This design comes from an exercise in tuning for small area and a short achievable clock period on the open sky130 flow, not from production work.
The RTL was checked by simulation tests, not by an equivalence proof against the original design.
No activity file was given, so power comes from the tool's default toggle rates.

<file path="flow/design.v">
module rom
(
     clk_i
    ,rst_i
    ,pc_i
    ,w_rom_data
    ,w_rom_addr
    ,en_w_rom
    ,inst_o
);
    input clk_i;
    input rst_i;
    input [15:0] pc_i;
    input [31:0] w_rom_data;
    input [15:0] w_rom_addr;
    input en_w_rom; 
    output reg [31:0] inst_o;
reg [31:0] ROM[63:0];
integer row;
always @(posedge clk_i) begin
    if (rst_i == 1'b1) begin
        inst_o <= 32'b00010001010000000000000000000000;
        for(row = 0; row <= 63; row = row + 1)
            ROM[row] <= 32'b00010001010000000000000000000000;
    end
    else if (en_w_rom == 1'b1) begin
        inst_o <= 32'b00010001000000000000000000000000;
        ROM[w_rom_addr[5:0]] <= w_rom_data;
    end
    else begin
        inst_o <= ROM[pc_i[5:0]];
    end
end
endmodule
module inst_mode
(
     clk_i
    ,rst_i
    ,mode_sel_i
    ,imm_inst_i
    ,rom_inst_i
    ,inst_o
);
    input clk_i;
    input rst_i;
    input mode_sel_i;
    input [31:0] imm_inst_i;
    input [31:0] rom_inst_i;
    output [31:0] inst_o;
reg [1:0] bubble_counter;
always @(posedge clk_i) begin
    if (rst_i == 1'b1) begin
        bubble_counter <= 0;
    end
    else if(mode_sel_i == 1'b1) begin
        if (bubble_counter == 3) begin
            bubble_counter <= 0;
        end
        else begin
            bubble_counter <= bubble_counter + 1;
        end
    end
    else begin
        bubble_counter <= 0;
    end
end
assign inst_o = (bubble_counter == 0)?((mode_sel_i)?rom_inst_i:imm_inst_i):32'b00010001000000000000000000000000;
endmodule
module decode
(
     inst_i
    ,alu_o
    ,pc_o
    ,reg_o
    ,imm_o
    ,mem_o
    ,reg_addr_1_o
    ,reg_addr_2_o
    ,reg_addr_3_o
    ,reg_addr_4_o
    ,ram_addr_o
    ,imm_data_1_o
    ,imm_data_2_o
    ,npu_ram_addr_o
    ,npu_w_reg_addr_o
);
    input [31:0] inst_i;
    output [7:0] alu_o;
    output [1:0] pc_o;
    output [1:0] reg_o;
    output imm_o;
    output mem_o;
    output [4:0] reg_addr_1_o;
    output [4:0] reg_addr_2_o;
    output [4:0] reg_addr_3_o;
    output [4:0] reg_addr_4_o;
    output [15:0] ram_addr_o;
    output [7:0] imm_data_1_o;
    output [7:0] imm_data_2_o;
    output [7:0] npu_ram_addr_o;
    output [4:0] npu_w_reg_addr_o;
function [4:0] reg_addr_1;
    input [31:0] inst_i;
    case(inst_i[19])
        1'b1: begin
            case(inst_i[31:24])
                8'b00000001: reg_addr_1 = inst_i[9:5];
                8'b00000010: reg_addr_1 = inst_i[9:5];
                8'b00000101: reg_addr_1 = inst_i[9:5];
                8'b00000110: reg_addr_1 = inst_i[9:5];
                8'b00000111: reg_addr_1 = inst_i[9:5];
                8'b00001000: reg_addr_1 = inst_i[9:5];
                8'b00001001: reg_addr_1 = inst_i[9:5];
                8'b00001010: reg_addr_1 = inst_i[9:5];
                default: reg_addr_1 = 8'b00000000;
            endcase
        end
        1'b0: begin
            case(inst_i[31:24])
                8'b00000001: reg_addr_1 = inst_i[17:13];
                8'b00000010: reg_addr_1 = inst_i[17:13];
                8'b00000011: reg_addr_1 = inst_i[17:13];
                8'b00000100: reg_addr_1 = inst_i[17:13];
                8'b00000101: reg_addr_1 = inst_i[17:13];
                8'b00000110: reg_addr_1 = inst_i[17:13];
                8'b00000111: reg_addr_1 = inst_i[17:13];
                8'b00001000: reg_addr_1 = inst_i[17:13];
                8'b00001001: reg_addr_1 = inst_i[17:13];
                8'b00001010: reg_addr_1 = inst_i[17:13];            
                8'b00001011: reg_addr_1 = inst_i[17:13];
                8'b00001101: reg_addr_1 = inst_i[17:13];
                8'b00001110: reg_addr_1 = inst_i[17:13];
                8'b00001111: reg_addr_1 = inst_i[17:13];
                8'b00010000: reg_addr_1 = inst_i[17:13];
                8'b00010001: reg_addr_1 = 8'b00000000;
                8'b00010010:  reg_addr_1 = 5'd27;
                default: reg_addr_1 = 8'b00000000;
            endcase
        end
        default: reg_addr_1 = 8'b00000000;
    endcase
endfunction
function [4:0] reg_addr_2;
    input [31:0] inst_i;
    case(inst_i[19])
        1'b1: begin
            case(inst_i[31:24])
                8'b00000001: reg_addr_2 = inst_i[4:0];
                8'b00000010: reg_addr_2 = inst_i[4:0];
                8'b00000101: reg_addr_2 = inst_i[4:0];
                8'b00000110: reg_addr_2 = inst_i[4:0];
                8'b00001000: reg_addr_2 = inst_i[4:0];
                8'b00001001: reg_addr_2 = inst_i[4:0];
                default: reg_addr_2 = 8'b00000000;
            endcase
        end
        1'b0: begin
            case(inst_i[31:24])
                8'b00000001: reg_addr_2 = inst_i[12:8];
                8'b00000010: reg_addr_2 = inst_i[12:8];
                8'b00000011: reg_addr_2 = inst_i[12:8];
                8'b00000100: reg_addr_2 = inst_i[12:8];
                8'b00000101: reg_addr_2 = inst_i[12:8];
                8'b00000110: reg_addr_2 = inst_i[12:8];
                8'b00000111: reg_addr_2 = inst_i[12:8];
                8'b00001000: reg_addr_2 = inst_i[12:8];
                8'b00001001: reg_addr_2 = inst_i[12:8];
                8'b00001010: reg_addr_2 = inst_i[12:8];            
                8'b00001011: reg_addr_2 = inst_i[12:8];
                8'b00001101: reg_addr_2 = inst_i[12:8];
                8'b00001110: reg_addr_2 = inst_i[12:8];
                8'b00001111: reg_addr_2 = inst_i[12:8];
                8'b00010000: reg_addr_2 = inst_i[12:8];
                8'b00010001: reg_addr_2 = 8'b00000000;
                default: reg_addr_2 = 8'b00000000;
            endcase
        end
        default: reg_addr_2 = 8'b00000000;
    endcase
endfunction
function [4:0] reg_addr_3;
    input [31:0] inst_i;
    case(inst_i[19])
        1'b1: begin
            case(inst_i[31:24])
                default: reg_addr_3 = 8'b00000000;
            endcase
        end
        1'b0: begin
            case(inst_i[31:24])
                8'b00000001: reg_addr_3 = inst_i[7:3];
                8'b00000010: reg_addr_3 = inst_i[7:3];
                8'b00000011: reg_addr_3 = inst_i[7:3];
                8'b00000100: reg_addr_3 = 5'd24;
                8'b00000101: reg_addr_3 = inst_i[7:3];
                8'b00000110: reg_addr_3 = inst_i[7:3];
                8'b00001000: reg_addr_3 = inst_i[7:3];
                8'b00001001: reg_addr_3 = inst_i[7:3];           
                8'b00001011: reg_addr_3 = inst_i[7:3];
                8'b00001110: reg_addr_3 = 5'd30;
                8'b00001111: reg_addr_3 = 5'd30;
                8'b00010000: reg_addr_3 = inst_i[7:3];
                8'b00010001: reg_addr_3 = 8'b00000000;
                default: reg_addr_3 = 8'b00000000;
            endcase
        end
        default: reg_addr_3 = 8'b00000000;
    endcase
endfunction
function [4:0] reg_addr_4;
    input [31:0] inst_i;
    case(inst_i[19])
        1'b1: begin
            case(inst_i[31:24])
                default: reg_addr_4 = 8'b00000000;
            endcase
        end
        1'b0: begin
            case(inst_i[31:24])
                8'b00000100: reg_addr_4 = 5'd23;
                8'b00001110: reg_addr_4 = 5'd29;
                8'b00001111: reg_addr_4 = 5'd29;
                8'b00010001: reg_addr_4 = 8'b00000000;
                default: reg_addr_4 = 8'b00000000;
            endcase
        end
        default: reg_addr_4 = 8'b00000000;
    endcase
endfunction
function [7:0] imm_data_1;
    input [31:0]inst_i;
    case(inst_i[19])
        1'b1: begin
            case(inst_i[31:24])
                8'b00000001: imm_data_1 = inst_i[17:10];
                8'b00000010: imm_data_1 = inst_i[17:10];
                8'b00000101: imm_data_1 = inst_i[17:10];
                8'b00000110: imm_data_1 = inst_i[17:10];
                8'b00000111: imm_data_1 = inst_i[17:10];
                8'b00001000: imm_data_1 = inst_i[17:10];
                8'b00001001: imm_data_1 = inst_i[17:10];
                8'b00001010: imm_data_1 = inst_i[17:10];
                8'b00001100: imm_data_1 = inst_i[17:10];
                default: imm_data_1 = 8'b00000000;
            endcase
        end
        1'b0: begin
            case(inst_i[31:24])
                default: imm_data_1 = 8'b00000000;
            endcase
        end
        default: imm_data_1 = 8'b00000000;
    endcase
endfunction
function [7:0] imm_data_2;
    input [31:0]inst_i;
    case(inst_i[19])
        1'b1: begin
            case(inst_i[31:24])
                8'b00001100: imm_data_2 = inst_i[9:2];
                default: imm_data_2 = 8'b00000000;
            endcase
        end
        1'b0: begin
            case(inst_i[31:24])
                default: imm_data_2 = 8'b00000000;
            endcase
        end
        default: imm_data_2 = 8'b00000000;
    endcase
endfunction
assign alu_o = inst_i[31:24];
assign pc_o = inst_i[23:22];
assign reg_o = inst_i[21:20];
assign imm_o = inst_i[19];
assign mem_o = inst_i[18];
assign reg_addr_1_o = reg_addr_1(inst_i);
assign reg_addr_2_o = reg_addr_2(inst_i);
assign reg_addr_3_o = reg_addr_3(inst_i);
assign reg_addr_4_o = reg_addr_4(inst_i);
assign ram_addr_o = (alu_o == 8'b00001100)?inst_i[17:2]:8'b00000000;
assign imm_data_1_o = imm_data_1(inst_i);
assign imm_data_2_o = imm_data_2(inst_i);
assign npu_ram_addr_o = inst_i[17:10];
assign npu_w_reg_addr_o = inst_i[9:5];
endmodule
module ram
(
     clk_i
    ,rst_i
    ,en_w_ram_i
    ,w_ram_data_i
    ,w_ram_addr_i
    ,r_ram_addr_i
    ,r_ram_data_o
);
    input clk_i;
    input rst_i;
    input en_w_ram_i;
    input [7:0] w_ram_data_i;
    input [15:0] w_ram_addr_i;
    input [15:0] r_ram_addr_i;
    output reg [7:0] r_ram_data_o;
reg [7:0] RAM[63:0];
integer row;
always @(posedge clk_i) begin
    if (rst_i == 1'b1) begin
        r_ram_data_o <= 0;
        for(row = 0; row <= 63; row = row + 1)
            RAM[row] <= 0;
    end
    else if (en_w_ram_i == 1'b1) begin
        r_ram_data_o <= 0;
        RAM[w_ram_addr_i[5:0]] <= w_ram_data_i;
    end
    else begin
        r_ram_data_o <= RAM[r_ram_addr_i[5:0]];
    end
end
endmodule
module register
(
     clk_i
    ,rst_i
    ,en_w_reg_i
    ,w_reg_data_1_i
    ,w_reg_data_2_i
    ,w_reg_addr_1_i
    ,w_reg_addr_2_i
    ,r_reg_addr_1_i
    ,r_reg_addr_2_i
    ,r_reg_addr_3_i
    ,r_reg_addr_4_i
    ,r_reg_data_1_o
    ,r_reg_data_2_o
    ,r_reg_data_3_o
    ,r_reg_data_4_o
);
    input clk_i;
    input rst_i;
    input en_w_reg_i;
    input [7:0] w_reg_data_1_i;
    input [7:0] w_reg_data_2_i;
    input [4:0] w_reg_addr_1_i;
    input [4:0] w_reg_addr_2_i;
    input [4:0] r_reg_addr_1_i;
    input [4:0] r_reg_addr_2_i;
    input [4:0] r_reg_addr_3_i;
    input [4:0] r_reg_addr_4_i;
    output reg [7:0] r_reg_data_1_o;
    output reg [7:0] r_reg_data_2_o;
    output reg [7:0] r_reg_data_3_o;
    output reg [7:0] r_reg_data_4_o;
reg [7:0] REG[31:0];  
integer row;
always @(posedge clk_i) begin
    if (rst_i == 1'b1) begin
        r_reg_data_1_o <= 0;
        r_reg_data_2_o <= 0;
        r_reg_data_3_o <= 0;
        r_reg_data_4_o <= 0;
        for(row = 0; row <= 31; row = row + 1)
            REG[row] <= 0;
    end
    else if (en_w_reg_i == 1'b1) begin
        r_reg_data_1_o <= 0;
        r_reg_data_2_o <= 0;
        r_reg_data_3_o <= 0;
        r_reg_data_4_o <= 0;
        REG[w_reg_addr_1_i] <= w_reg_data_1_i;
        REG[w_reg_addr_2_i] <= w_reg_data_2_i;
    end
    else begin
        r_reg_data_1_o <= REG[r_reg_addr_1_i];
        r_reg_data_2_o <= REG[r_reg_addr_2_i];
        r_reg_data_3_o <= REG[r_reg_addr_3_i];
        r_reg_data_4_o <= REG[r_reg_addr_4_i];
    end
end
endmodule
module inst_buffer
(
     clk_i
    ,rst_i
    ,alu_i
    ,pc_i
    ,reg_i
    ,imm_i
    ,mem_i
    ,reg_addr_1_i
    ,reg_addr_2_i
    ,reg_addr_3_i
    ,reg_addr_4_i
    ,ram_addr_i
    ,imm_data_1_i
    ,imm_data_2_i
    ,npu_ram_addr_i
    ,npu_w_reg_addr_i
    ,alu_o
    ,pc_o
    ,reg_o
    ,imm_o
    ,mem_o
    ,reg_addr_1_o
    ,reg_addr_2_o
    ,reg_addr_3_o
    ,reg_addr_4_o
    ,ram_addr_o
    ,imm_data_1_o
    ,imm_data_2_o
    ,npu_ram_addr_o
    ,npu_w_reg_addr_o
);
    input clk_i;
    input rst_i;
    input [7:0] alu_i;
    input [1:0] pc_i;
    input [1:0] reg_i;
    input imm_i;
    input mem_i;
    input [4:0] reg_addr_1_i;
    input [4:0] reg_addr_2_i;
    input [4:0] reg_addr_3_i;
    input [4:0] reg_addr_4_i;
    input [15:0] ram_addr_i;
    input [7:0] imm_data_1_i;
    input [7:0] imm_data_2_i;
    input [7:0] npu_ram_addr_i;
    input [4:0] npu_w_reg_addr_i;
    output reg [7:0] alu_o;
    output reg [1:0] pc_o;
    output reg [1:0] reg_o;
    output reg imm_o;
    output reg mem_o;
    output reg [4:0] reg_addr_1_o;
    output reg [4:0] reg_addr_2_o;
    output reg [4:0] reg_addr_3_o;
    output reg [4:0] reg_addr_4_o;
    output reg [15:0] ram_addr_o;
    output reg [7:0] imm_data_1_o;
    output reg [7:0] imm_data_2_o;
    output reg [7:0] npu_ram_addr_o;
    output reg [4:0] npu_w_reg_addr_o;
always @(posedge clk_i) begin
    if (rst_i == 1'b1) begin
        alu_o <= 0;
        pc_o <= 0;
        reg_o <= 0;
        imm_o <= 0;
        mem_o <= 0;
        reg_addr_1_o <= 0;
        reg_addr_2_o <= 0;
        reg_addr_3_o <= 0;
        reg_addr_4_o <= 0;
        ram_addr_o <= 0;
        npu_ram_addr_o <= 0;
        npu_w_reg_addr_o <= 0;
    end
    else begin
        alu_o <= alu_i;
        pc_o <= pc_i;
        reg_o <= reg_i;
        imm_o <= imm_i;
        mem_o <= mem_i;
        reg_addr_1_o <= reg_addr_1_i;
        reg_addr_2_o <= reg_addr_2_i;
        reg_addr_3_o <= reg_addr_3_i;
        reg_addr_4_o <= reg_addr_4_i;
        ram_addr_o <= ram_addr_i;
        imm_data_1_o <= imm_data_1_i;
        imm_data_2_o <= imm_data_2_i;
        npu_ram_addr_o <= npu_ram_addr_i;
        npu_w_reg_addr_o <= npu_w_reg_addr_i;
    end
end
endmodule
module alu
(
     clk_i
    ,rst_i
    ,mode_sel
    ,alu_i
    ,pc_i
    ,reg_i
    ,imm_i
    ,mem_i
    ,reg_addr_1_i
    ,reg_addr_2_i
    ,reg_addr_3_i
    ,reg_addr_4_i
    ,ram_addr_i
    ,imm_data_1_i
    ,imm_data_2_i
    ,r_ram_data_i
    ,r_reg_data_1_i
    ,r_reg_data_2_i
    ,r_reg_data_3_i
    ,r_reg_data_4_i
    ,r_pc_data_i
    ,en_w_reg_o
    ,en_w_ram_o
    ,w_ram_data_o
    ,w_ram_addr_o
    ,w_reg_data_1_o
    ,w_reg_data_2_o
    ,w_reg_addr_1_o
    ,w_reg_addr_2_o
    ,w_pc_data_o
);
    input clk_i;
    input rst_i;
    input mode_sel;
    input [7:0] alu_i;
    input [1:0] pc_i;
    input [1:0] reg_i;
    input imm_i;
    input mem_i;
    input [4:0] reg_addr_1_i;
    input [4:0] reg_addr_2_i;
    input [4:0] reg_addr_3_i;
    input [4:0] reg_addr_4_i;
    input [15:0] ram_addr_i;
    input [7:0] imm_data_1_i;
    input [7:0] imm_data_2_i;
    input [7:0] r_ram_data_i;
    input [7:0] r_reg_data_1_i;
    input [7:0] r_reg_data_2_i;
    input [7:0] r_reg_data_3_i;
    input [7:0] r_reg_data_4_i;
    input [15:0] r_pc_data_i;
    output reg en_w_reg_o;
    output reg en_w_ram_o;
    output reg [7:0] w_ram_data_o;
    output reg [15:0] w_ram_addr_o;
    output reg [7:0] w_reg_data_1_o;
    output reg [7:0] w_reg_data_2_o;
    output reg [4:0] w_reg_addr_1_o;
    output reg [4:0] w_reg_addr_2_o;
    output reg [15:0] w_pc_data_o;
reg [15:0] mul_div_rslt;
always @(posedge clk_i) begin
    if (rst_i == 1'b1) begin
        en_w_reg_o <= 0;
        en_w_ram_o <= 0;
        w_ram_data_o <= 0;
        w_ram_addr_o <= 0;
        w_reg_data_1_o <= 0;
        w_reg_data_2_o <= 0;
        w_reg_addr_1_o <= 0;
        w_reg_addr_2_o <= 0;
        mul_div_rslt = 0;
        w_pc_data_o <= 0;
    end
    else begin
        case(alu_i)
            8'b00000001: begin
                if (imm_i == 1'b1) begin
                    if (imm_data_1_i[7] == 1 && r_reg_data_1_i[7] == 1) begin
                        w_reg_addr_1_o <= reg_addr_2_i;
                        w_reg_addr_2_o <= 5'd26;
                        w_reg_data_1_o <= imm_data_1_i + r_reg_data_1_i;
                        w_reg_data_2_o <= 8'b11111111;
                    end
                    else begin
                        w_reg_addr_1_o <= reg_addr_2_i;
                        w_reg_addr_2_o <= 5'd26;
                        w_reg_data_1_o <= imm_data_1_i + r_reg_data_1_i;
                        w_reg_data_2_o <= 8'b00000000;
                    end
                end
                else begin
                    if (r_reg_data_2_i[7] == 1 && r_reg_data_1_i[7] == 1) begin
                        w_reg_addr_1_o <= reg_addr_3_i;
                        w_reg_addr_2_o <= 5'd26;
                        w_reg_data_1_o <= r_reg_data_2_i + r_reg_data_1_i;
                        w_reg_data_2_o <= 8'b11111111;
                    end
                    else begin
                        w_reg_addr_1_o <= reg_addr_3_i;
                        w_reg_addr_2_o <= 5'd26;
                        w_reg_data_1_o <= r_reg_data_2_i + r_reg_data_1_i;
                        w_reg_data_2_o <= 8'b00000000;
                    end
                end
                en_w_reg_o <= 1;
                en_w_ram_o <= 0;
                w_ram_data_o <= 0;
                w_ram_addr_o <= 0;
                if (mode_sel == 1'b0) begin
                    w_pc_data_o <= r_pc_data_i;
                end
                else begin
                    if (r_pc_data_i >= 63) begin
                        w_pc_data_o <= 0;
                    end
                    else begin
                        w_pc_data_o <= r_pc_data_i + 1;
                    end
                end
            end
            8'b00000010: begin
                if (imm_i == 1'b1) begin
                    w_reg_addr_1_o <= reg_addr_2_i;
                    w_reg_addr_2_o <= 5'd25;
                    w_reg_data_1_o <= r_reg_data_1_i - imm_data_1_i;
                    if (imm_data_1_i <= r_reg_data_1_i) begin
                        w_reg_data_2_o <= 8'b00000000;
                    end
                    else begin
                        w_reg_data_2_o <= 8'b11111111;
                    end
                end
                else begin
                    w_reg_addr_1_o <= reg_addr_3_i;
                    w_reg_addr_2_o <= 5'd25;
                    w_reg_data_1_o <= r_reg_data_1_i - r_reg_data_2_i;
                    if (r_reg_data_2_i <= r_reg_data_1_i) begin
                        w_reg_data_2_o <= 8'b00000000;
                    end
                    else begin
                        w_reg_data_2_o <= 8'b11111111;
                    end
                end
                en_w_reg_o <= 1;
                en_w_ram_o <= 0;
                w_ram_data_o <= 0;
                w_ram_addr_o <= 0;
                if (mode_sel == 1'b0) begin
                    w_pc_data_o <= r_pc_data_i;
                end
                else begin
                    if (r_pc_data_i >= 63) begin
                        w_pc_data_o <= 0;
                    end
                    else begin
                        w_pc_data_o <= r_pc_data_i + 1;
                    end
                end
            end
            8'b00000011: begin
                if (imm_i == 1'b1) begin
                    w_reg_addr_1_o <= 5'd24;
                    w_reg_addr_2_o <= 5'd23;
                    mul_div_rslt = r_reg_data_1_i * imm_data_1_i;
                    w_reg_data_1_o <= mul_div_rslt[15:8];
                    w_reg_data_2_o <= mul_div_rslt[7:0];
                end
                else begin
                    w_reg_addr_1_o <= 5'd24;
                    w_reg_addr_2_o <= 5'd23;
                    mul_div_rslt = r_reg_data_1_i * r_reg_data_2_i;
                    w_reg_data_1_o <= mul_div_rslt[15:8];
                    w_reg_data_2_o <= mul_div_rslt[7:0];
                end
                en_w_reg_o <= 1;
                en_w_ram_o <= 0;
                w_ram_data_o <= 0;
                w_ram_addr_o <= 0;
                if (mode_sel == 1'b0) begin
                    w_pc_data_o <= r_pc_data_i;
                end
                else begin
                    if (r_pc_data_i >= 63) begin
                        w_pc_data_o <= 0;
                    end
                    else begin
                        w_pc_data_o <= r_pc_data_i + 1;
                    end
                end
            end
            8'b00000100: begin
                if (imm_i == 1'b1) begin
                    en_w_reg_o <= 0;
                    en_w_ram_o <= 0;
                    w_ram_data_o <= 0;
                    w_ram_addr_o <= 0;
                    w_reg_data_1_o <= 0;
                    w_reg_data_2_o <= 0;
                    w_reg_addr_1_o <= 0;
                    w_reg_addr_2_o <= 0;
                end
                else begin
                    w_reg_addr_1_o <= 5'd24;
                    w_reg_addr_2_o <= 5'd23;
                    mul_div_rslt = ({r_reg_data_1_i, r_reg_data_2_i} == 16'd0) ? 16'hFFFF : {r_reg_data_3_i, r_reg_data_4_i}/{r_reg_data_1_i, r_reg_data_2_i};
                    w_reg_data_1_o <= mul_div_rslt[15:8];
                    w_reg_data_2_o <= mul_div_rslt[7:0];
                end
                en_w_reg_o <= 1;
                en_w_ram_o <= 0;
                w_ram_data_o <= 0;
                w_ram_addr_o <= 0;
                if (mode_sel == 1'b0) begin
                    w_pc_data_o <= r_pc_data_i;
                end
                else begin
                    if (r_pc_data_i >= 63) begin
                        w_pc_data_o <= 0;
                    end
                    else begin
                        w_pc_data_o <= r_pc_data_i + 1;
                    end
                end
            end
            8'b00000101: begin
                if (imm_i == 1'b1) begin
                    w_reg_addr_1_o <= reg_addr_2_i;
                    w_reg_data_1_o <= imm_data_1_i & r_reg_data_1_i;
                end
                else begin
                    w_reg_addr_1_o <= reg_addr_3_i;
                    w_reg_data_1_o <= r_reg_data_2_i & r_reg_data_1_i;
                end
                w_reg_addr_2_o <= 5'd0;
                w_reg_data_2_o <= 8'b00000000;
                en_w_reg_o <= 1;
                en_w_ram_o <= 0;
                w_ram_data_o <= 0;
                w_ram_addr_o <= 0;
                if (mode_sel == 1'b0) begin
                    w_pc_data_o <= r_pc_data_i;
                end
                else begin
                    if (r_pc_data_i >= 63) begin
                        w_pc_data_o <= 0;
                    end
                    else begin
                        w_pc_data_o <= r_pc_data_i + 1;
                    end
                end
            end
            8'b00000110: begin
                if (imm_i == 1'b1) begin
                    w_reg_addr_1_o <= reg_addr_2_i;
                    w_reg_data_1_o <= imm_data_1_i | r_reg_data_1_i;
                end
                else begin
                    w_reg_addr_1_o <= reg_addr_3_i;
                    w_reg_data_1_o <= r_reg_data_2_i | r_reg_data_1_i;
                end
                w_reg_addr_2_o <= 5'd0;
                w_reg_data_2_o <= 8'b00000000;
                en_w_reg_o <= 1;
                en_w_ram_o <= 0;
                w_ram_data_o <= 0;
                w_ram_addr_o <= 0;
                if (mode_sel == 1'b0) begin
                    w_pc_data_o <= r_pc_data_i;
                end
                else begin
                    if (r_pc_data_i >= 63) begin
                        w_pc_data_o <= 0;
                    end
                    else begin
                        w_pc_data_o <= r_pc_data_i + 1;
                    end
                end
            end
            8'b00000111: begin
                if (imm_i == 1'b1) begin
                    w_reg_addr_1_o <= reg_addr_1_i;
                    w_reg_data_1_o <= ~ imm_data_1_i;
                end
                else begin
                    w_reg_addr_1_o <= reg_addr_2_i;
                    w_reg_data_1_o <= ~ r_reg_data_1_i;
                end
                w_reg_addr_2_o <= 5'd0;
                w_reg_data_2_o <= 8'b00000000;
                en_w_reg_o <= 1;
                en_w_ram_o <= 0;
                w_ram_data_o <= 0;
                w_ram_addr_o <= 0;
                if (mode_sel == 1'b0) begin
                    w_pc_data_o <= r_pc_data_i;
                end
                else begin
                    if (r_pc_data_i >= 63) begin
                        w_pc_data_o <= 0;
                    end
                    else begin
                        w_pc_data_o <= r_pc_data_i + 1;
                    end
                end
            end
            8'b00001000: begin
                if (imm_i == 1'b1) begin
                    w_reg_addr_1_o <= reg_addr_2_i;
                    w_reg_data_1_o <= r_reg_data_1_i >> imm_data_1_i;
                end
                else begin
                    w_reg_addr_1_o <= reg_addr_3_i;
                    w_reg_data_1_o <= r_reg_data_1_i >> r_reg_data_2_i;
                end
                w_reg_addr_2_o <= 5'd0;
                w_reg_data_2_o <= 8'b00000000;
                en_w_reg_o <= 1;
                en_w_ram_o <= 0;
                w_ram_data_o <= 0;
                w_ram_addr_o <= 0;
                if (mode_sel == 1'b0) begin
                    w_pc_data_o <= r_pc_data_i;
                end
                else begin
                    if (r_pc_data_i >= 63) begin
                        w_pc_data_o <= 0;
                    end
                    else begin
                        w_pc_data_o <= r_pc_data_i + 1;
                    end
                end
            end
            8'b00001001: begin
                if (imm_i == 1'b1) begin
                    w_reg_addr_1_o <= reg_addr_2_i;
                    w_reg_data_1_o <= r_reg_data_1_i << imm_data_1_i;
                end
                else begin
                    w_reg_addr_1_o <= reg_addr_3_i;
                    w_reg_data_1_o <= r_reg_data_1_i << r_reg_data_2_i;
                end
                w_reg_addr_2_o <= 5'd0;
                w_reg_data_2_o <= 8'b00000000;
                en_w_reg_o <= 1;
                en_w_ram_o <= 0;
                w_ram_data_o <= 0;
                w_ram_addr_o <= 0;
                if (mode_sel == 1'b0) begin
                    w_pc_data_o <= r_pc_data_i;
                end
                else begin
                    if (r_pc_data_i >= 63) begin
                        w_pc_data_o <= 0;
                    end
                    else begin
                        w_pc_data_o <= r_pc_data_i + 1;
                    end
                end
            end
            8'b00001010: begin
                if (imm_i == 1'b1) begin
                    w_reg_addr_1_o <= reg_addr_1_i;
                    w_reg_data_1_o <= imm_data_1_i;
                end
                else begin
                    w_reg_addr_1_o <= reg_addr_2_i;
                    w_reg_data_1_o <= r_reg_data_1_i;
                end
                w_reg_addr_2_o <= 5'd0;
                w_reg_data_2_o <= 8'b00000000;
                en_w_reg_o <= 1;
                en_w_ram_o <= 0;
                w_ram_data_o <= 0;
                w_ram_addr_o <= 0;
                if (mode_sel == 1'b0) begin
                    w_pc_data_o <= r_pc_data_i;
                end
                else begin
                    if (r_pc_data_i >= 63) begin
                        w_pc_data_o <= 0;
                    end
                    else begin
                        w_pc_data_o <= r_pc_data_i + 1;
                    end
                end
            end
            8'b00001011: begin
                if (imm_i == 1'b1) begin
                    en_w_reg_o <= 0;
                    en_w_ram_o <= 0;
                    w_ram_data_o <= 0;
                    w_ram_addr_o <= 0;
                    w_reg_data_1_o <= 0;
                    w_reg_data_2_o <= 0;
                    w_reg_addr_1_o <= 0;
                    w_reg_addr_2_o <= 0;
                end
                else begin
                    w_reg_addr_1_o <= 5'd0;
                    w_reg_data_1_o <= 8'b00000000;
                    w_reg_addr_2_o <= 5'd0;
                    w_reg_data_2_o <= 8'b00000000;
                    en_w_reg_o <= 0;
                    en_w_ram_o <= 1;
                    w_ram_data_o <= r_reg_data_1_i;
                    w_ram_addr_o <= {r_reg_data_2_i,r_reg_data_3_i};
                end
                if (mode_sel == 1'b0) begin
                    w_pc_data_o <= r_pc_data_i;
                end
                else begin
                    if (r_pc_data_i >= 63) begin
                        w_pc_data_o <= 0;
                    end
                    else begin
                        w_pc_data_o <= r_pc_data_i + 1;
                    end
                end
            end
            8'b00001100: begin
                if (imm_i == 1'b1) begin
                    en_w_reg_o <= 1;
                    en_w_ram_o <= 0;
                    w_ram_data_o <= 0;
                    w_ram_addr_o <= 0;
                    w_reg_data_1_o <= r_ram_data_i;
                    w_reg_data_2_o <= 5'd0;
                    w_reg_addr_1_o <= 5'd28;
                    w_reg_addr_2_o <= 8'b00000000;
                end
                else begin
                    en_w_reg_o <= 0;
                    en_w_ram_o <= 0;
                    w_ram_data_o <= 0;
                    w_ram_addr_o <= 0;
                    w_reg_data_1_o <= 0;
                    w_reg_data_2_o <= 0;
                    w_reg_addr_1_o <= 0;
                    w_reg_addr_2_o <= 0;
                end
                if (mode_sel == 1'b0) begin
                    w_pc_data_o <= r_pc_data_i;
                end
                else begin
                    if (r_pc_data_i >= 63) begin
                        w_pc_data_o <= 0;
                    end
                    else begin
                        w_pc_data_o <= r_pc_data_i + 1;
                    end
                end
            end
            8'b00001101: begin
                if (imm_i == 1'b1) begin
                    en_w_reg_o <= 0;
                    en_w_ram_o <= 0;
                    w_ram_data_o <= 0;
                    w_ram_addr_o <= 0;
                    w_reg_data_1_o <= 0;
                    w_reg_data_2_o <= 0;
                    w_reg_addr_1_o <= 0;
                    w_reg_addr_2_o <= 0;
                    w_pc_data_o <= r_pc_data_i + 1;
                end
                else begin
                    w_pc_data_o <= {r_reg_data_1_i,r_reg_data_2_i};
                end
            end
            8'b00001110: begin
                if (imm_i == 1'b1) begin
                    en_w_reg_o <= 0;
                    en_w_ram_o <= 0;
                    w_ram_data_o <= 0;
                    w_ram_addr_o <= 0;
                    w_reg_data_1_o <= 0;
                    w_reg_data_2_o <= 0;
                    w_reg_addr_1_o <= 0;
                    w_reg_addr_2_o <= 0;
                    w_pc_data_o <= r_pc_data_i + 1;
                end
                else begin
                    if (r_reg_data_1_i == r_reg_data_2_i) begin
                        w_pc_data_o <= {r_reg_data_3_i,r_reg_data_4_i};
                    end
                    else begin
                        w_pc_data_o <= r_pc_data_i + 1;
                    end
                end
            end
            8'b00001111: begin
                if (imm_i == 1'b1) begin
                    en_w_reg_o <= 0;
                    en_w_ram_o <= 0;
                    w_ram_data_o <= 0;
                    w_ram_addr_o <= 0;
                    w_reg_data_1_o <= 0;
                    w_reg_data_2_o <= 0;
                    w_reg_addr_1_o <= 0;
                    w_reg_addr_2_o <= 0;
                    w_pc_data_o <= r_pc_data_i + 1;
                end
                else begin
                    if (r_reg_data_1_i != r_reg_data_2_i) begin
                        w_pc_data_o <= {r_reg_data_3_i,r_reg_data_4_i};
                    end
                    else begin
                        w_pc_data_o <= r_pc_data_i + 1;
                    end
                end
            end
            8'b00010000: begin
                if (imm_i == 1'b1) begin
                    en_w_reg_o <= 0;
                    w_reg_data_1_o <= 0;
                    w_reg_data_2_o <= 0;
                    w_reg_addr_1_o <= 0;
                    w_reg_addr_2_o <= 0;
                end
                else begin
                    en_w_reg_o <= 1;
                    w_reg_data_1_o <= (r_reg_data_1_i > r_reg_data_2_i)?r_reg_data_1_i:r_reg_data_2_i;
                    w_reg_data_2_o <= (r_reg_data_1_i > r_reg_data_2_i)?8'b11111111:8'b00000000;
                    w_reg_addr_1_o <= r_reg_data_3_i;
                    w_reg_addr_2_o <= 5'd31;
                end
                en_w_ram_o <= 0;
                w_ram_data_o <= 0;
                w_ram_addr_o <= 0;
                if (mode_sel == 1'b0) begin
                    w_pc_data_o <= r_pc_data_i;
                end
                else begin
                    if (r_pc_data_i >= 63) begin
                        w_pc_data_o <= 0;
                    end
                    else begin
                        w_pc_data_o <= r_pc_data_i + 1;
                    end
                end
            end
            8'b00010001: begin
                en_w_ram_o <= 0;
                en_w_reg_o <= 0;
                w_ram_data_o <= 0;
                w_ram_addr_o <= 0;
                w_reg_data_1_o <= 0;
                w_reg_data_2_o <= 0;
                w_reg_addr_1_o <= 0;
                w_reg_addr_2_o <= 0;
                if (pc_i == 2'b00 || pc_i == 2'b11 || mode_sel == 1'b0) begin
                    w_pc_data_o <= r_pc_data_i;
                end
                else begin
                    if (r_pc_data_i >= 63) begin
                        w_pc_data_o <= 0;
                    end
                    else begin
                        w_pc_data_o <= r_pc_data_i + 1;
                    end
                end
            end
            8'b00010010: begin  
                if (imm_i == 1'b1) begin
                    en_w_reg_o <= 0;
                    en_w_ram_o <= 0;
                    w_ram_data_o <= 0;
                    w_ram_addr_o <= 0;
                    w_reg_data_1_o <= 0;
                    w_reg_data_2_o <= 0;
                    w_reg_addr_1_o <= 0;
                    w_reg_addr_2_o <= 0;
                    if (mode_sel == 1'b0) begin
                        w_pc_data_o <= r_pc_data_i;
                    end
                    else begin
                        if (r_pc_data_i >= 63) begin
                            w_pc_data_o <= 0;
                        end
                        else begin
                            w_pc_data_o <= r_pc_data_i + 1;
                        end
                    end
                end
                else begin
                    en_w_reg_o <= 0;
                    en_w_ram_o <= 0;
                    w_ram_data_o <= 0;
                    w_ram_addr_o <= 0;
                    w_reg_data_1_o <= 0;
                    w_reg_data_2_o <= 0;
                    w_reg_addr_1_o <= 0;
                    w_reg_addr_2_o <= 0;
                    if (mode_sel == 1'b0) begin
                        w_pc_data_o <= r_pc_data_i;
                    end
                    else begin
                        if (r_pc_data_i >= 63) begin
                            w_pc_data_o <= 0;
                        end
                        else begin
                            w_pc_data_o <= r_pc_data_i + 1;
                        end
                    end
                end
            end
            default: begin
                en_w_ram_o <= 0;
                en_w_reg_o <= 0;
                w_ram_data_o <= 0;
                w_ram_addr_o <= 0;
                w_reg_data_1_o <= 0;
                w_reg_data_2_o <= 0;
                w_reg_addr_1_o <= 0;
                w_reg_addr_2_o <= 0;
                if (mode_sel == 1'b0) begin
                    w_pc_data_o <= r_pc_data_i;
                end
                else begin
                    if (r_pc_data_i >= 63) begin
                        w_pc_data_o <= 0;
                    end
                    else begin
                        w_pc_data_o <= r_pc_data_i + 1;
                    end
                end
            end
        endcase
    end
end
endmodule
module coast_cpu
(
     clk_i
    ,rst_i
    ,rst_rom_i
    ,mode_sel_i
    ,en_w_rom_i
    ,w_rom_addr_i
    ,w_rom_data_i
    ,instruction_i
    ,WB_RAM_data_o
    ,WB_reg_data_1_o
    ,WB_reg_data_2_o
);
    input clk_i;
    input rst_i;
    input rst_rom_i;
    input mode_sel_i;
    input en_w_rom_i;
    input [15:0] w_rom_addr_i;
    input [31:0] w_rom_data_i;
    input [31:0] instruction_i;
    output [7:0] WB_RAM_data_o;
    output [7:0] WB_reg_data_1_o;
    output [7:0] WB_reg_data_2_o;
wire [15:0] pc_s30;
wire [1:0] pc_sgin_s12;
wire [1:0] pc_sgin_s23;
wire [31:0] rom_inst_s12;
wire [31:0] inst_s12;
wire [7:0] alu_s12;
wire [1:0] reg_s12;
wire imm_s12;
wire mem_s12;
wire [4:0] r_reg_addr_1_s12;
wire [4:0] r_reg_addr_2_s12;
wire [4:0] r_reg_addr_3_s12;
wire [4:0] r_reg_addr_4_s12;
wire [15:0] r_ram_addr_s12;
wire [7:0] imm_data_1_s12;
wire [7:0] imm_data_2_s12;
wire [7:0] npu_ram_addr_s12;
wire [4:0] npu_w_reg_addr_s12;
wire [7:0] alu_s23;
wire [1:0] reg_s23;
wire imm_s23;
wire mem_s23;
wire [4:0] r_reg_addr_1_s23;
wire [4:0] r_reg_addr_2_s23;
wire [4:0] r_reg_addr_3_s23;
wire [4:0] r_reg_addr_4_s23;
wire [15:0] r_ram_addr_s23;
wire [7:0] imm_data_1_s23;
wire [7:0] imm_data_2_s23;
wire [7:0] npu_ram_addr_s23;
wire [4:0] npu_w_reg_addr_s23;
wire [7:0] r_reg_data_1;
wire [7:0] r_reg_data_2;
wire [7:0] r_reg_data_3;
wire [7:0] r_reg_data_4;
wire [7:0] r_ram_data;
wire en_w_reg;
wire en_w_ram;
wire [7:0] w_ram_data;
wire [15:0] w_ram_addr;
wire [7:0] w_reg_data_1;
wire [7:0] w_reg_data_2;
wire [4:0] w_reg_addr_1;
wire [4:0] w_reg_addr_2;
rom rom(
     .clk_i(clk_i)
    ,.rst_i(rst_rom_i)
    ,.pc_i(pc_s30)
    ,.w_rom_data(w_rom_data_i)
    ,.w_rom_addr(w_rom_addr_i)
    ,.en_w_rom(en_w_rom_i)
    ,.inst_o(rom_inst_s12)
);
inst_mode inst_mode(
     .clk_i(clk_i)
    ,.rst_i(rst_i)
    ,.mode_sel_i(mode_sel_i)
    ,.imm_inst_i(instruction_i)
    ,.rom_inst_i(rom_inst_s12)
    ,.inst_o(inst_s12)
);
decode decode(
     .inst_i(inst_s12)
    ,.alu_o(alu_s12)
    ,.pc_o(pc_sgin_s12)
    ,.reg_o(reg_s12)
    ,.imm_o(imm_s12)
    ,.mem_o(mem_s12)
    ,.reg_addr_1_o(r_reg_addr_1_s12)
    ,.reg_addr_2_o(r_reg_addr_2_s12)
    ,.reg_addr_3_o(r_reg_addr_3_s12)
    ,.reg_addr_4_o(r_reg_addr_4_s12)
    ,.ram_addr_o(r_ram_addr_s12)
    ,.imm_data_1_o(imm_data_1_s12)
    ,.imm_data_2_o(imm_data_2_s12)
    ,.npu_ram_addr_o(npu_ram_addr_s12)
    ,.npu_w_reg_addr_o(npu_w_reg_addr_s12)
);
ram ram(
     .clk_i(clk_i)
    ,.rst_i(rst_i)
    ,.en_w_ram_i(en_w_ram)
    ,.w_ram_data_i(w_ram_data)
    ,.w_ram_addr_i(w_ram_addr)
    ,.r_ram_addr_i(r_ram_addr_s12)
    ,.r_ram_data_o(r_ram_data)
);
register register(
     .clk_i(clk_i)
    ,.rst_i(rst_i)
    ,.en_w_reg_i(en_w_reg)
    ,.w_reg_data_1_i(w_reg_data_1)
    ,.w_reg_data_2_i(w_reg_data_2)
    ,.w_reg_addr_1_i(w_reg_addr_1)
    ,.w_reg_addr_2_i(w_reg_addr_2)
    ,.r_reg_addr_1_i(r_reg_addr_1_s12)
    ,.r_reg_addr_2_i(r_reg_addr_2_s12)
    ,.r_reg_addr_3_i(r_reg_addr_3_s12)
    ,.r_reg_addr_4_i(r_reg_addr_4_s12)
    ,.r_reg_data_1_o(r_reg_data_1)
    ,.r_reg_data_2_o(r_reg_data_2)
    ,.r_reg_data_3_o(r_reg_data_3)
    ,.r_reg_data_4_o(r_reg_data_4)
);
inst_buffer inst_buffer(
     .clk_i(clk_i)
    ,.rst_i(rst_i)
    ,.alu_i(alu_s12)
    ,.pc_i(pc_sgin_s12)
    ,.reg_i(reg_s12)
    ,.imm_i(imm_s12)
    ,.mem_i(mem_s12)
    ,.reg_addr_1_i(r_reg_addr_1_s12)
    ,.reg_addr_2_i(r_reg_addr_2_s12)
    ,.reg_addr_3_i(r_reg_addr_3_s12)
    ,.reg_addr_4_i(r_reg_addr_4_s12)
    ,.ram_addr_i(r_ram_addr_s12)
    ,.imm_data_1_i(imm_data_1_s12)
    ,.imm_data_2_i(imm_data_2_s12)
    ,.npu_ram_addr_i(npu_ram_addr_s12)
    ,.npu_w_reg_addr_i(npu_w_reg_addr_s12)
    ,.alu_o(alu_s23)
    ,.pc_o(pc_sgin_s23)
    ,.reg_o(reg_s23)
    ,.imm_o(imm_s23)
    ,.mem_o(mem_s23)
    ,.reg_addr_1_o(r_reg_addr_1_s23)
    ,.reg_addr_2_o(r_reg_addr_2_s23)
    ,.reg_addr_3_o(r_reg_addr_3_s23)
    ,.reg_addr_4_o(r_reg_addr_4_s23)
    ,.ram_addr_o(r_ram_addr_s23)
    ,.imm_data_1_o(imm_data_1_s23)
    ,.imm_data_2_o(imm_data_2_s23)
    ,.npu_ram_addr_o(npu_ram_addr_s23)
    ,.npu_w_reg_addr_o(npu_w_reg_addr_s23)
);
alu alu(
     .clk_i(clk_i)
    ,.rst_i(rst_i)
    ,.mode_sel(mode_sel_i)
    ,.alu_i(alu_s23)
    ,.pc_i(pc_sgin_s23)
    ,.reg_i(reg_s23)
    ,.imm_i(imm_s23)
    ,.mem_i(mem_s23)
    ,.reg_addr_1_i(r_reg_addr_1_s23)
    ,.reg_addr_2_i(r_reg_addr_2_s23)
    ,.reg_addr_3_i(r_reg_addr_3_s23)
    ,.reg_addr_4_i(r_reg_addr_4_s23)
    ,.ram_addr_i(r_ram_addr_s23)
    ,.imm_data_1_i(imm_data_1_s23)
    ,.imm_data_2_i(imm_data_2_s23)
    ,.r_ram_data_i(r_ram_data)
    ,.r_reg_data_1_i(r_reg_data_1)
    ,.r_reg_data_2_i(r_reg_data_2)
    ,.r_reg_data_3_i(r_reg_data_3)
    ,.r_reg_data_4_i(r_reg_data_4)
    ,.r_pc_data_i(pc_s30)
    ,.en_w_reg_o(en_w_reg)
    ,.en_w_ram_o(en_w_ram)
    ,.w_ram_data_o(w_ram_data)
    ,.w_ram_addr_o(w_ram_addr)
    ,.w_reg_data_1_o(w_reg_data_1)
    ,.w_reg_data_2_o(w_reg_data_2)
    ,.w_reg_addr_1_o(w_reg_addr_1)
    ,.w_reg_addr_2_o(w_reg_addr_2)
    ,.w_pc_data_o(pc_s30)
);
assign WB_RAM_data_o = w_ram_data;
assign WB_reg_data_1_o = w_reg_data_1;
assign WB_reg_data_2_o = w_reg_data_2;
endmodule
</file>
<file path="flow/run.sh">
#!/bin/bash
# synth_recipe.tcl (not shown) runs the flow's synth.tcl, then flattens the netlist and writes it again
# the make line also repeats each setting of config.mk as NAME=value (left out here)
make -C /OpenROAD-flow-scripts/flow DESIGN_CONFIG=/design/flow/config.mk WORK_HOME=/design/flow/orfs CLKGATE_MAP_FILE= SYNTH_SCRIPT=/design/flow/synth_recipe.tcl finish
</file>
<file path="flow/config.mk">
export PLATFORM = sky130hd
export DESIGN_NAME = coast_cpu
export DESIGN_NICKNAME = coast_cpu
export VERILOG_FILES = /design/flow/design.v
export SDC_FILE = /design/flow/constraint.sdc
export NUM_CORES = 4
export LEC_CHECK = 0
export CAP_MARGIN = 20
export CORE_MARGIN = 2
export CORE_UTILIZATION = 40
export SLEW_MARGIN = 20
</file>
<file path="flow/constraint.sdc">
create_clock -name core_clock -period 26.0 [get_ports {clk_i}]
set_input_delay 5.2000 -clock core_clock [delete_from_list [all_inputs] [get_ports {clk_i}]]
set_output_delay 5.2000 -clock core_clock [all_outputs]
set_load 0.01 [all_outputs]
</file>
==> impl_metrics.csv <==
group,metric,value,unit
status,status,"complete, no violations",
global_route,grt_max_degree,129,
worst_setup_path,path_common_cell,"buf_4",
cts,cts_tree,"built",
synthesis,synth_area_per_cell,12.6,sq um
cts,clkTransAtPathRegs,0.06,ns
finish,drive_gt1_frac,0.180,
finish,nFillCells,32200,
synthesis,yosys.area_share.adder,0.0327,
hold_path,holdCritStartpoint,"rom.inst_o[22]",
worst_setup_path,required,26.75,ns
timing,hold_violations,0,
routing,wl_per_cell,28.9,microns
cts,hold_buffers,0,
routing,drtAntennaViolNets,0,
place,hpwl,306000,microns
global_route,grtUsageTotal,0.255,
hold_path,holdCritPathClass,"reg -> reg",
global_route,antenna_found_initial,50,
synthesis,ys.warnings.count,7,
place,gp_congestion,0.981,
routing,dr.pass1.iters,10,
worst_setup_path,cp-end-kind,"flip-flop",
timing,holdWs,0.472,ns
synthesis,syn_nets,12000,
routing,drt_iter0_markers,12400,
synthesis,yosysMostFrequentCell,"edfxtp_1",
worst_setup_path,cp-startpoint,"register.r_reg_data_2_o[4]",
synthesis,async_reset_ff_frac,0,
power_and_ir_drop,power_switching,10300,uW
floorplanning,initial_core_util,0.402,
timing,maxSlewHeadroom,0.201,
timing,setup_viol_count_final,0,
synthesis,synthCells,11600,
worst_setup_path,critPathMaxStageDelay,0.57,ns
power_and_ir_drop,p_int,16500,uW
power_and_ir_drop,cellPowerDensity,163,mW/mm^2
synthesis,synth_cell_type_count,95,
synthesis,synth.area.top_cells,"edfxtp_1 (54%), mux4_2 (9.7%), and2_1 (9.6%)",
synthesis,synth-compound-area-share,0.0798,
routing,wirelength,484000,microns
worst_setup_path,cp_max_fo,8,
cts,htreeDepth,5,
floorplanning,die_area,0.369,sq mm
power_and_ir_drop,switching_share,0.385,
synthesis,yosysSeqAreaShare,0.564,
global_route,grt_overflow,0,
global_route,grt_pass1_wl,693000,microns
synthesis,muxShareOfSynthArea,0.111,
power_and_ir_drop,combPwrFrac,0.642,
timing,setup_tns,0,ns
synthesis,synth_top_area_share,0.542,
synthesis,yosys.area.top_type,"edfxtp_1",
floorplanning,die_h,608,microns
worst_setup_path,critPathLaunchType,"flip-flop",
routing,viasPerCell,5.98,
worst_setup_path,r2r-start,"register.r_reg_data_2_o[4]",
worst_setup_path,cp_slowest_cell,"or4_4",
floorplanning,ios,109,
floorplanning,fp.dieW,608,microns
finish,syn_to_final_growth,13.2,%
cts,cts_root_buffer,"clkbuf_16",
synthesis,syn-cell-area,0.146,sq mm
cts,clock_latency,0.96,ns
synthesis,ys_seq_elements,2793,
timing,slew_viol_final,0,
synthesis,synth_xor_area_frac,0.00703,
power_and_ir_drop,leakage,0.0580,uW
timing,worst_slew_pin_slew,1.20,ns
finish,final_nets,12100,
run,cap_violations,0,
power_and_ir_drop,seq_power_share,0.195,
global_route,grt_pass1_vias,98100,
synthesis,synthFlopType,"edfxtp_1",
timing,fmax,0.0401,GHz
timing,clock_skew,0.0814,ns
worst_setup_path,path_class,"reg -> reg",
power_and_ir_drop,power_frac_clock,0.163,
synthesis,synth_common_cells,"edfxtp_1 (2,632), and2_1 (2,239), nand2_1 (917)",
power_and_ir_drop,vdd_drop_max,1.00,mV
routing,drc,0,
synthesis,synth_edf_count,2632,
worst_setup_path,cp.arrival,25.70,ns
floorplanning,rows,221,
cts,numClockSinks,2793,
timing,period_share,0.960,
cts,clk_path_buf_depth,4,
floorplanning,core,0.363,sq mm
timing,post-route-min-period,24.95,ns
routing,via_count,100000,
synthesis,synth_simple_gate_area_frac,0.173,
place,numPortBuffers,92,
synthesis,synth_top_family_by_area,"simple AND/OR/NAND/NOR gates",
cts,cts_buffers,309,
-- kinds of logic after synthesis --
logic type / count (synthesis)
buf+inv: 1208
mux: 833
compound gates: 1645
simple gates: 4668
fa+ha+maj: 336
flops: 2793
xor+xnor: 117
-- timing repair --
item | 4_1_cts | 5_1_grt
setup endpoints to repair | 1 | 2
buffers inserted | 7 | 27
pin swaps | 7 | 49
resized for setup | 34 | 126
-- worst paths after layout --
kind,endpoint,slack [ns],cells past startpoint
max reg2reg,alu.w_reg_data_2_o[0],1.05,123
max,alu.w_reg_data_2_o[0],1.05,123
min reg2reg,inst_buffer.pc_o[0],0.47,2
min,inst_buffer.pc_o[0],0.47,2
-- power groups by stage --
stage	combinational, uW	sequential, uW	clock, uW
after floorplan	8980	5270	0
after global placement	15500	5310	0
after detailed placement	15600	5330	0
after CTS	16200	5230	4420
after global routing	18800	5250	4590
final	17200	5230	4380
-- sequential cells by signal, indices dropped and copies added (netlist names), 16 cells and up, named ones only --
name / flops
rom.inst_o: 29
register.REG: 256
ram.RAM: 512
alu.w_pc_data_o: 16
rom.ROM: 1856
-- final cells by class --
class / count / area, sq um / share of cell area
Clock inverter: 157 / 1600 / 0.00966
Antenna cell: 26 / 65.1 / 0.000394
Clock buffer: 393 / 8290 / 0.0502
Timing Repair Buffer: 787 / 6080 / 0.0368
Inverter: 194 / 729 / 0.00442
Multi-Input combinational cell: 7599 / 60000 / 0.364
Tap cell: 4794 / 6000 / 0.0363
Sequential cell: 2793 / 82300 / 0.499
-- placed cells by master (no fill, tap or decap), drive strengths merged, types with 47 or more instances in the layout --
master,count
clkdlybuf4s50,60
edfxtp,2632
inv,207
a21o,68
clkbuf,396
and3,47
and2,2240
o221ai,68
a21oi,235
o211ai,65
mux2,54
a211oi,99
nor2b,51
clkinv,109
o21ai,274
o22ai,87
or2,78
a22o,286
mux4,627
fa,75
mux2i,152
xnor2,73
dfxtp,161
nor3,122
nor2,536
buf,724
ha,261
a31oi,124
nand2,917
or3,210
nand3,283
-- per-layer routing --
| metal | vias up | track usage | wire (microns) |
|---|---|---|---|
| li1 | 43100 | - | - |
| met1 | 51100 | 0.349 | 196000 |
| met2 | 4999 | 0.392 | 219000 |
| met3 | 916 | 0.0511 | 45800 |
| met4 | 10 | 0.112 | 22600 |
| met5 | - | 0 | 71 |
-- through the flow --
step / util / std cells / power, uW / instance area [sq um] / worst slack, ns
after detailed placement: 0.425 / 16100 / 21000 / 154000 / -1.28
final: 0.455 / 16700 / 26900 / 165000 / 1.05
after global routing: 0.455 / 16700 / 28700 / 165000 / -0.0832
after floorplan: - / 11600 / 14200 / 146000 / 0.130
after global placement: 0.425 / 16100 / 20800 / 154000 / -1.18
after CTS: 0.453 / 16700 / 25800 / 164000 / 0.0353
-- worst max-delay path: cells and delay by family, from the launching register on --
kind                     cells  cell delay [ns]
multiplexers                 6             1.89
flip-flops                   1             0.32
buffers and inverters       19             2.79
AO/OA/AOI/OAI               45             9.36
adder cells (fa/ha/maj)     15             4.18
AND/OR/NAND/NOR             37             6.16
XOR/XNOR                     1             0.13

## what the ideal ports hide
In the flow no input, the clock included, has a driving cell. The finished layout below was timed again as built, in two steps.
Step 1 (the two cells are an assumption about what drives the block):
set clk [get_ports {clk_i}]
set_driving_cell -lib_cell sky130_fd_sc_hd__clkbuf_16 $clk
set_driving_cell -lib_cell sky130_fd_sc_hd__buf_2 [delete_from_list [all_inputs] $clk]
Step 2, shift: input delay + t, output delay - t, t = (earliest + latest rising clock arrival at the registers) / 2. This alone moves slack from input paths to output paths.
a / b / c = ideal / step 1 / step 2; a / b = the first two.
t, ns: 1.022
setup WS [ns]: 1.045 / 1.045 / 1.045
hold WS [ns]: 0.472 / 0.472 / 0.472
latest minus earliest clock arrival (ns): 0.087 / 0.086
worst slew at a driven data input, ns: 0.26
After both steps this run still meets setup and hold. For this run, drivers alone change the setup slack by 0.000 ns; drivers and shift together by 0.000 ns.
